From an optimization exercise on the open Yosys and OpenROAD flow, aimed at small area; shortcuts taken in it are not production practice.
The RTL was checked by simulation tests, not by an equivalence proof against the original design.
Power is estimated from default activity; no workload was simulated.

## v6
## debug_system
module debug_system (
        input         clk,
        input         resetn,
        input         ser_rx,
        output        ser_tx,
        output        interrupt,
        output        ndmreset,
        input         bus_valid,
        output        bus_ready,
        input         bus_write,
        input  [19:0] bus_addr,
        input  [31:0] bus_wdata,
        output [31:0] bus_rdata
);
Size: about 1,200 cells after synthesis, about 93 I/O pins.
==> module dtm, before the edit <==
module dtm (
        input             clk,
        input             resetn,
        input             ser_rx,
        output            ser_tx,
        output reg        dmi_valid,
        input             dmi_ready,
        output reg        dmi_write,
        output reg [ 6:0] dmi_addr,
        output reg [31:0] dmi_wdata,
        input      [31:0] dmi_rdata_nx       
);
        wire dmi_match = dmi_valid && dmi_ready;
        wire rx_bit_en, rx_bit, rx_done;
        simpleuart uart (
                .clk       (clk),
                .resetn    (resetn),
                .ser_rx    (ser_rx),
                .rx_bit_en (rx_bit_en),
                .rx_bit    (rx_bit),
                .rx_done   (rx_done)
        );
        localparam R_IDLE = 3'd0, R_ADDR = 3'd1, R_D0 = 3'd2, R_D1 = 3'd3, R_D2 = 3'd4,
                   R_D3 = 3'd5, R_CKS = 3'd6;
        reg [2:0] rx_state;
        reg [7:0] rx_cks;
        always @(posedge clk) begin
                if (rx_bit_en) begin
                        rx_cks <= {rx_bit ^ (rx_cks[0] & (rx_state != R_IDLE)), rx_cks[7:1]};
                        if (rx_state == R_D0 || rx_state == R_D1 || rx_state == R_D2 || rx_state == R_D3)
                                dmi_wdata <= {rx_bit, dmi_wdata[31:1]};
                end
                if (dmi_match)
                        dmi_valid <= 0;
                if (rx_done) begin
                        case (rx_state)
                                R_IDLE: begin
                                        rx_cks <= 0;
                                        if (rx_cks == 8'h5A)
                                                rx_state <= R_ADDR;
                                end
                                R_ADDR: begin
                                        {dmi_write, dmi_addr} <= rx_cks;
                                        rx_state <= R_D0;
                                end
                                R_D0:    rx_state <= R_D1;
                                R_D1:    rx_state <= R_D2;
                                R_D2:    rx_state <= R_D3;
                                R_D3:    rx_state <= R_CKS;
                                default: begin
                                        rx_state <= R_IDLE;
                                        if (rx_cks == 8'h00)
                                                dmi_valid <= 1;
                                end
                        endcase
                end
                if (!resetn) begin
                        dmi_valid <= 0;
                        rx_state  <= R_IDLE;
                end
        end
        reg [2:0] tx_byte;
        reg [3:0] tx_slot;      
        reg [3:0] tx_div;       
        reg [7:0] tx_cks;       
        reg [31:0] dmi_rdata;
        wire tx_first = (tx_slot == 6) && (tx_div == 8);
        wire [2:0] byte_inc = {tx_byte[2] ^ (&tx_byte[1:0]), tx_byte[1] ^ tx_byte[0], ~tx_byte[0]};
        wire [3:0] slot_inc = {tx_slot[3] ^ (&tx_slot[2:0]), tx_slot[2] ^ (&tx_slot[1:0]),
                               tx_slot[1] ^ tx_slot[0], ~tx_slot[0]};
        wire [3:0] div_inc  = {tx_div[3] ^ (&tx_div[2:0]), tx_div[2] ^ (&tx_div[1:0]),
                               tx_div[1] ^ tx_div[0], ~tx_div[0]};
        wire tx_idle  = (tx_byte == 0) && tx_first;
        wire tx_go    = dmi_match && !dmi_write;
        wire tx_tick  = (tx_div == 9);
        wire tx_rdata = (tx_byte == 2) || (tx_byte == 3) || (tx_byte == 4) || (tx_byte == 5);
        wire [7:0] magic = 8'h5A;
        wire tx_bit = (tx_byte == 0) ? magic[tx_slot[2:0]] :
                      tx_rdata ? dmi_rdata[{tx_byte[2], tx_byte[0], tx_slot[2:0]}] : tx_cks[0];
        assign ser_tx = tx_slot[3] ? tx_bit : (tx_slot != 7);
        always @(posedge clk) begin
                if (tx_byte == 7) begin
                        tx_byte <= 0;
                end else if (tx_idle && !tx_go) begin
                end else if (tx_tick) begin
                        if (tx_slot == 0) begin
                                tx_slot <= 6;
                                tx_div  <= 8;
                                tx_byte <= byte_inc;
                        end else begin
                                tx_slot <= slot_inc;
                                tx_div  <= 0;
                        end
                end else begin
                        tx_div <= div_inc;
                end
                if (!resetn) begin
                        tx_byte <= 0;
                        tx_slot <= 6;
                        tx_div  <= 8;
                end
        end
        always @(posedge clk) begin
                if ((tx_byte == 1) && tx_first)
                        tx_cks <= {dmi_write, dmi_addr};
                else if (tx_slot[3] && tx_tick)
                        tx_cks <= {tx_cks[0] ^ (tx_rdata & tx_bit), tx_cks[7:1]};
        end
        genvar gi;
        generate
                for (gi = 0; gi < 4; gi = gi + 1) begin : rdb
                        always @(posedge clk) begin
                                if (dmi_valid && !dmi_write && !(tx_byte == gi + 2))
                                        dmi_rdata[gi*8 +: 8] <= dmi_rdata_nx[gi*8 +: 8];
                        end
                end
        endgenerate
endmodule
==> flow/config.mk <==
export PLATFORM = sky130hd
export DESIGN_NAME = debug_system
export DESIGN_NICKNAME = debug_system
export VERILOG_FILES = /design/flow/design.v
export SDC_FILE = /design/flow/constraint.sdc
export NUM_CORES = 4
export LEC_CHECK = 0
export CAP_MARGIN = 20
export CORE_MARGIN = 2
export CORE_UTILIZATION = 58
export SLEW_MARGIN = 20
==> flow/constraint.sdc <==
create_clock -name core_clock -period 8.0 [get_ports {clk}]
set_input_delay 1.6000 -clock core_clock [delete_from_list [all_inputs] [get_ports {clk}]]
set_output_delay 1.6000 -clock core_clock [all_outputs]
set_load 0.01 [all_outputs]
standard.sh (not shown) runs the stock make flow with config.mk's settings and CLKGATE_MAP_FILE= SYNTH_SCRIPT=/design/flow/synth_recipe.tcl, a recipe that flattens the netlist after the stock synthesis.
==> flow/flow/run.sh <==
#!/bin/bash
# Layout flow: the standard ORFS flow (standard.sh) with these changes:
#  - Yosys's ABC step runs an area-oriented script (deep AIG optimisation, then
#    area-recovering mapping) in place of ORFS's delay-oriented one, and
#    Yosys does not pre-map XOR/AND patterns to half/full adder cells
#    (ADDER_MAP_FILE empty), so ABC optimises that logic too; the synthesis
#    passes and the registers are the standard ones. Should ABC fail, synthesis
#    is retried with a plainer area script, then with ORFS's own script;
#  - port buffers are sky130_fd_sc_hd__buf_1 (every input and output port still
#    gets its own buffer);
#  - clock tree synthesis uses clkbuf_4 buffers over clusters of at most 8
#    registers and no dummy loads.
# Each step's output goes to its own log here (synth_*.log, standard.log) and
# to ORFS's logs under orfs/logs.
set -uo pipefail
rm -rf scripts_abc
cp -r "$FLOW_HOME/scripts" scripts_abc
ARGS=(SCRIPTS_DIR="$PWD/scripts_abc" ADDER_MAP_FILE=
  BUFFER_PORTS_ARGS="-buffer_cell sky130_fd_sc_hd__buf_1"
  CTS_ARGS="-sink_clustering_enable -repair_clock_nets -dont_use_dummy_load -buf_list sky130_fd_sc_hd__clkbuf_4 -sink_clustering_size 8 -sink_clustering_max_diameter 40")
ok=0
for s in abc_area_deep.script abc_fallback.script; do
  cp "flow/$s" scripts_abc/abc_speed.script
  if bash standard.sh "${ARGS[@]}" synth > "synth_${s%.script}.log" 2>&1; then ok=1; break; fi
done
if [[ $ok == 0 ]]; then
  cp "$FLOW_HOME/scripts/abc_speed.script" scripts_abc/abc_speed.script
  bash standard.sh "${ARGS[@]}" synth > synth_orfs.log 2>&1 || exit 1
fi
bash standard.sh "${ARGS[@]}" > standard.log 2>&1
==> flow/flow/abc_area_deep.script <==
strash
&get -n
&deepsyn -T 400
&dch -x
&nf -a -R 1000 -F 8 -A 8 -C 32
&put
mfs3 -a
==> flow/flow/abc_fallback.script <==
strash
&get -n
&deepsyn -T 300
&dch
&nf -a -R 1000
&put
For v7, these inputs were changed with respect to v6:
-- flow/design.v --
<<< v6, line 159
                        tx_cks <= {tx_cks[0] ^ (tx_rdata & tx_bit), tx_cks[7:1]};
        end
        genvar gi;
        generate
                for (gi = 0; gi < 4; gi = gi + 1) begin : rdb
                        always @(posedge clk) begin
                                if (dmi_valid && !dmi_write && !(tx_byte == gi + 2))
                                        dmi_rdata[gi*8 +: 8] <= dmi_rdata_nx[gi*8 +: 8];
                        end
                end
        endgenerate
endmodule
module dm_rom (
>>> v7, line 159
                        tx_cks <= {tx_cks[0] ^ (tx_rdata & tx_bit), tx_cks[7:1]};
        end
        always @(posedge clk) begin
                if (dmi_valid && !dmi_write)
                        dmi_rdata <= dmi_rdata_nx;
        end
endmodule
module dm_rom (
### Flow results
On sequential power, v6 tracks v7 almost exactly. v7: global routing met1 resource utilization 1.2 points below v6. Looking at slew at the pin closest to its max-slew limit, v7 sits 0.026 ns lower than v6 does. Switching power of the nets: v7 vs v6 up 12 uW. v7 against v6; post-place instance area is up slightly. From v6 to v7 the numbers moved as follows: final setup slack of the worst path moved down; clock group share of total power higher; area after synthesis increased 0.49%. The higher total wirelength of the detailed-routed design came out of v6.

what the ideal ports hide:
No port has a modelled driver above. Below, the same layouts with a new extraction and two added sets of constraints.
Step 1, drivers: a clkbuf_16 drives clk and a buf_2 each remaining input, both assumed.
Step 2, shift: input delay + t, output delay - t, t = (earliest + latest rising clock arrival at the registers) / 2. This alone moves slack from input paths to output paths.
Three values: ideal, step 1, step 2; two values: the first two.
run	t, ns	slack for setup (ns)	worst setup path after step 2
v6	0.695	0.721 / 0.744 / 0.050	input to register
v7	0.708	0.635 / 0.657 / -0.050	input to register
Met with ideal ports but missed after step 2: setup timing in v7. The setup slack of v7, which loses most, moves by +0.022 ns with the drivers and by -0.685 ns with both steps.
